This is an optimization exercise on Yosys and OpenROAD, whose aim is small area, not a production implementation.
At most, simulation tests tie the RTL to the original design; equivalence was not proved.
Power figures rest on the tool's default switching activity, not on a simulated workload.

== the baseline ==
==> module busmux, before the edit <==
module busmux #(
    parameter DATAW = 32
) (
    input  wire               i_clk,
    input  wire               i_rst,
    input  wire               i_stb,
    input  wire               i_we,
    input  wire [7:0]         i_addr,
    input  wire [(DATAW-1):0] i_data,
    output wire               o_ack,
    output wire [(DATAW-1):0] o_data,
    output wire               o_xor
);
    localparam NREG = 14;
    function automatic [(NREG-1):0] wsel(input [1:0] g, input [2:0] s);
        begin
            wsel[0]  = (g == 2'd0) && !s[0];
            wsel[1]  = (g == 2'd0) &&  s[0];
            wsel[2]  = (g == 2'd1) && (s[1:0] == 2'd0);
            wsel[3]  = (g == 2'd1) && (s[1:0] == 2'd1);
            wsel[4]  = (g == 2'd1) && (s[1:0] == 2'd2);
            wsel[5]  = (g == 2'd2) && (s[1:0] == 2'd0);
            wsel[6]  = (g == 2'd2) && (s[1:0] == 2'd1);
            wsel[7]  = (g == 2'd2) && (s[1:0] == 2'd2);
            wsel[8]  = (g == 2'd2) && (s[1:0] == 2'd3);
            wsel[9]  = (g == 2'd3) && (s == 3'd0);
            wsel[10] = (g == 2'd3) && (s == 3'd1);
            wsel[11] = (g == 2'd3) && (s == 3'd2);
            wsel[12] = (g == 2'd3) && (s == 3'd3);
            wsel[13] = (g == 2'd3) && (s == 3'd4);
        end
    endfunction
    function automatic [(NREG-1):0] rsel(input [2:0] g, input [2:0] s);
        reg g0, g1, g2, g3;
        begin
            g0 = (g == 3'd0);
            g1 = (g == 3'd1);
            g2 = (g == 3'd2);
            g3 = g[2] || (g[1:0] == 2'd3);
            rsel[0]  = g0 && !s[0];
            rsel[1]  = g0 &&  s[0];
            rsel[2]  = g1 && (s[1:0] == 2'd0);
            rsel[3]  = g1 && (s[1:0] == 2'd1);
            rsel[4]  = g1 &&  s[1];
            rsel[5]  = g2 && (s[1:0] == 2'd0);
            rsel[6]  = g2 && (s[1:0] == 2'd1);
            rsel[7]  = g2 && (s[1:0] == 2'd2);
            rsel[8]  = g2 && (s[1:0] == 2'd3);
            rsel[9]  = g3 && (s == 3'd0);
            rsel[10] = g3 && (s == 3'd1);
            rsel[11] = g3 && (s == 3'd2);
            rsel[12] = g3 && (s == 3'd3);
            rsel[13] = g3 && s[2];
        end
    endfunction
    reg               r_wreq;
    reg [1:0]         r_wgrp;
    reg               c_we;
    reg [1:0]         c_grp;
    reg [2:0]         c_slot;
    reg               c_rstn;    
    reg [(DATAW-1):0] c_data;    
    reg               ph;        
    reg [(NREG*DATAW-1):0] mem;
    reg [(NREG-1):0]       par;
    reg               r_stb;
    reg               r_ack;
    reg [(DATAW-1):0] r_data;
    assign o_ack  = r_ack;
    assign o_data = r_data;
    assign o_xor  = ^par;
    always @(posedge i_clk) begin
        r_wreq <= i_stb && i_we && !i_addr[6];
        r_wgrp <= i_addr[5:4];
        c_we   <= r_wreq;
        c_grp  <= r_wgrp;
        c_slot <= i_addr[2:0];
        c_rstn <= !i_rst;
        c_data <= i_data ^ {DATAW{ph_d}};
    end
    wire c_rst = !c_rstn;
    wire ph_n = !c_rst && !ph;
    wire ph_d = !ph_n;
    always @(posedge i_clk) begin
        ph <= ph_n;
    end
    wire [(NREG-1):0] a_en  = i_rst ? {NREG{1'b1}} : (r_wreq ? wsel(r_wgrp, i_addr[2:0]) : {NREG{1'b0}});
    wire              a_par = ^i_data & !i_rst;
    wire [(NREG-1):0] par_d;
    genvar i;
    generate
        for (i = 0; i < NREG; i = i + 1) begin : g_par
            bm_hold #(.W(1)) u_par (
                .i_en  (a_en[i]),
                .i_enb (!a_en[i]),
                .i_d   (a_par),
                .i_q   (par[i]),
                .o_d   (par_d[i])
            );
        end
    endgenerate
    always @(posedge i_clk) begin
        par <= par_d;
    end
    wire [(NREG-1):0]      c_en = c_rst ? {NREG{1'b1}} : (c_we ? wsel(c_grp, c_slot) : {NREG{1'b0}});
    wire [(DATAW-1):0]     c_wn = ~(c_data & {DATAW{c_rstn}});
    wire [(NREG*DATAW-1):0] mem_d;
    generate
        for (i = 0; i < NREG; i = i + 1) begin : g_mem
            bm_tog #(.W(DATAW)) u_mem (
                .i_en  (c_en[i]),
                .i_enb (!c_en[i]),
                .i_dn  (c_wn),
                .i_q   (mem[i*DATAW +: DATAW]),
                .o_d   (mem_d[i*DATAW +: DATAW])
            );
        end
    endgenerate
    always @(posedge i_clk) begin
        mem <= mem_d;
    end
    wire [(DATAW-1):0] rd;
    bm_rmux #(.W(DATAW), .N(NREG)) u_rmux (
        .i_sel  (rsel(i_addr[6:4], c_slot)),
        .i_d    (mem),
        .o_d    (rd)
    );
    always @(posedge i_clk) begin
        r_data <= rd ^ {DATAW{ph}};
    end
    always @(posedge i_clk) begin
        r_stb <= i_stb;
        if (!r_ack)
            r_ack <= r_stb;
        else
            r_ack <= 1'b0;
    end
endmodule
export LEC_CHECK = 0
export CAP_MARGIN = 20
export CORE_MARGIN = 2
export CORE_UTILIZATION = 40
export CTS_CLUSTER_DIAMETER = 150
export CTS_CLUSTER_SIZE = 30
export SLEW_MARGIN = 20
export SYNTH_HIERARCHICAL = 1
create_clock -name core_clock -period 6.0 [get_ports {i_clk}]
standard.sh (not shown) runs the stock make flow with config.mk's settings and CLKGATE_MAP_FILE= SYNTH_SCRIPT=/design/flow/synth_recipe.tcl, a recipe that flattens the netlist after the stock synthesis.
==> flow/flow/run.sh <==
#!/bin/bash
set -euo pipefail
export BUFFER_PORTS_ARGS="-buffer_cell sky130_fd_sc_hd__buf_1"
bash standard.sh finish > orfs_make.log 2>&1
Modified inputs, the candidate compared to the baseline
-- flow/design.v --
<<< the baseline, line 59
    reg [1:0]         c_grp;
    reg [2:0]         c_slot;
    reg               c_rstn;    
    reg [(DATAW-1):0] c_data;    
    reg               ph;        
>>> the candidate, line 59
    reg [1:0]         c_grp;
    reg [2:0]         c_slot;
    reg               c_rst;
    reg [(DATAW-1):0] c_data;    
    reg               ph;        
<<< the baseline, line 76
        c_grp  <= r_wgrp;
        c_slot <= i_addr[2:0];
        c_rstn <= !i_rst;
        c_data <= i_data ^ {DATAW{ph_d}};
    end
    wire c_rst = !c_rstn;
    wire ph_n = !c_rst && !ph;
    wire ph_d = !ph_n;
>>> the candidate, line 76
        c_grp  <= r_wgrp;
        c_slot <= i_addr[2:0];
        c_rst  <= i_rst;
        c_data <= i_data ^ {DATAW{ph_d}};
    end
    wire ph_n = !c_rst && !ph;
    wire ph_d = !ph_n;
<<< the baseline, line 104
    end
    wire [(NREG-1):0]      c_en = c_rst ? {NREG{1'b1}} : (c_we ? wsel(c_grp, c_slot) : {NREG{1'b0}});
    wire [(DATAW-1):0]     c_wn = ~(c_data & {DATAW{c_rstn}});
    wire [(NREG*DATAW-1):0] mem_d;
    generate
>>> the candidate, line 103
    end
    wire [(NREG-1):0]      c_en = c_rst ? {NREG{1'b1}} : (c_we ? wsel(c_grp, c_slot) : {NREG{1'b0}});
    wire [(DATAW-1):0]     c_wn = ~c_data | {DATAW{c_rst}};
    wire [(NREG*DATAW-1):0] mem_d;
    generate
Findings:
Part of the total power dissipated in combinational logic came out lower on the candidate than on the baseline.
Diff the baseline..the candidate | total power consumption of the routed design | negligible
Between the candidate and the baseline, the summed area of non-filler cells in the final layout figures differ only marginally.
Compared with the baseline, the candidate shows a higher ratio of final minimum period to clock period.
Note that the DRC marker count from the first detailed-route iteration recorded for the candidate amounts to 1.13 times the value seen in the baseline.
The met3 layer usage reported by global route number comes out higher for the candidate vs the baseline.
Post-synthesis instance area (higher): the candidate
Between the baseline and the candidate, the flow reports maximum clock frequency decreasing by more than 10%.
The candidate vs the baseline, standard cell with the maximum stage delay on the critical path: a31o_2 vs nor2_2
The candidate against the baseline; post-detailed-routing wire length is down slightly.
Only the layout flow was run in the candidate; the RTL was not checked for function there.

==> port drivers added, routing unchanged <==
The flow's constraints put no driver on any port. The routed layouts listed below were extracted and timed again, unchanged, in two steps.
Step 1: set_driving_cell puts a clkbuf_16 on i_clk and a buf_2 on each other input, an assumption about the parent block.
Step 2, shift: input delay + t, output delay - t, t = (earliest + latest rising clock arrival at the registers) / 2. This alone moves slack from input paths to output paths.
Three values: ideal ports, drivers, drivers and shift; two values: the first two.
| run | t, ns | slack for setup (ns) | worst setup path after step 2 | clock arrival spread, ns | pins driven straight from the clock port |
|---|---|---|---|---|---|
| the baseline | 0.608 | 2.742 / 2.767 / 2.159 | input to register | 0.028 / 0.028 | 1 |
| the candidate | 0.613 | 2.146 / 2.146 / 1.893 | input to register | 0.026 / 0.025 | 1 |
After both steps setup and hold are still met in every run listed. The setup slack of the baseline, which loses most, moves by +0.025 ns with the drivers and by -0.583 ns with both steps.
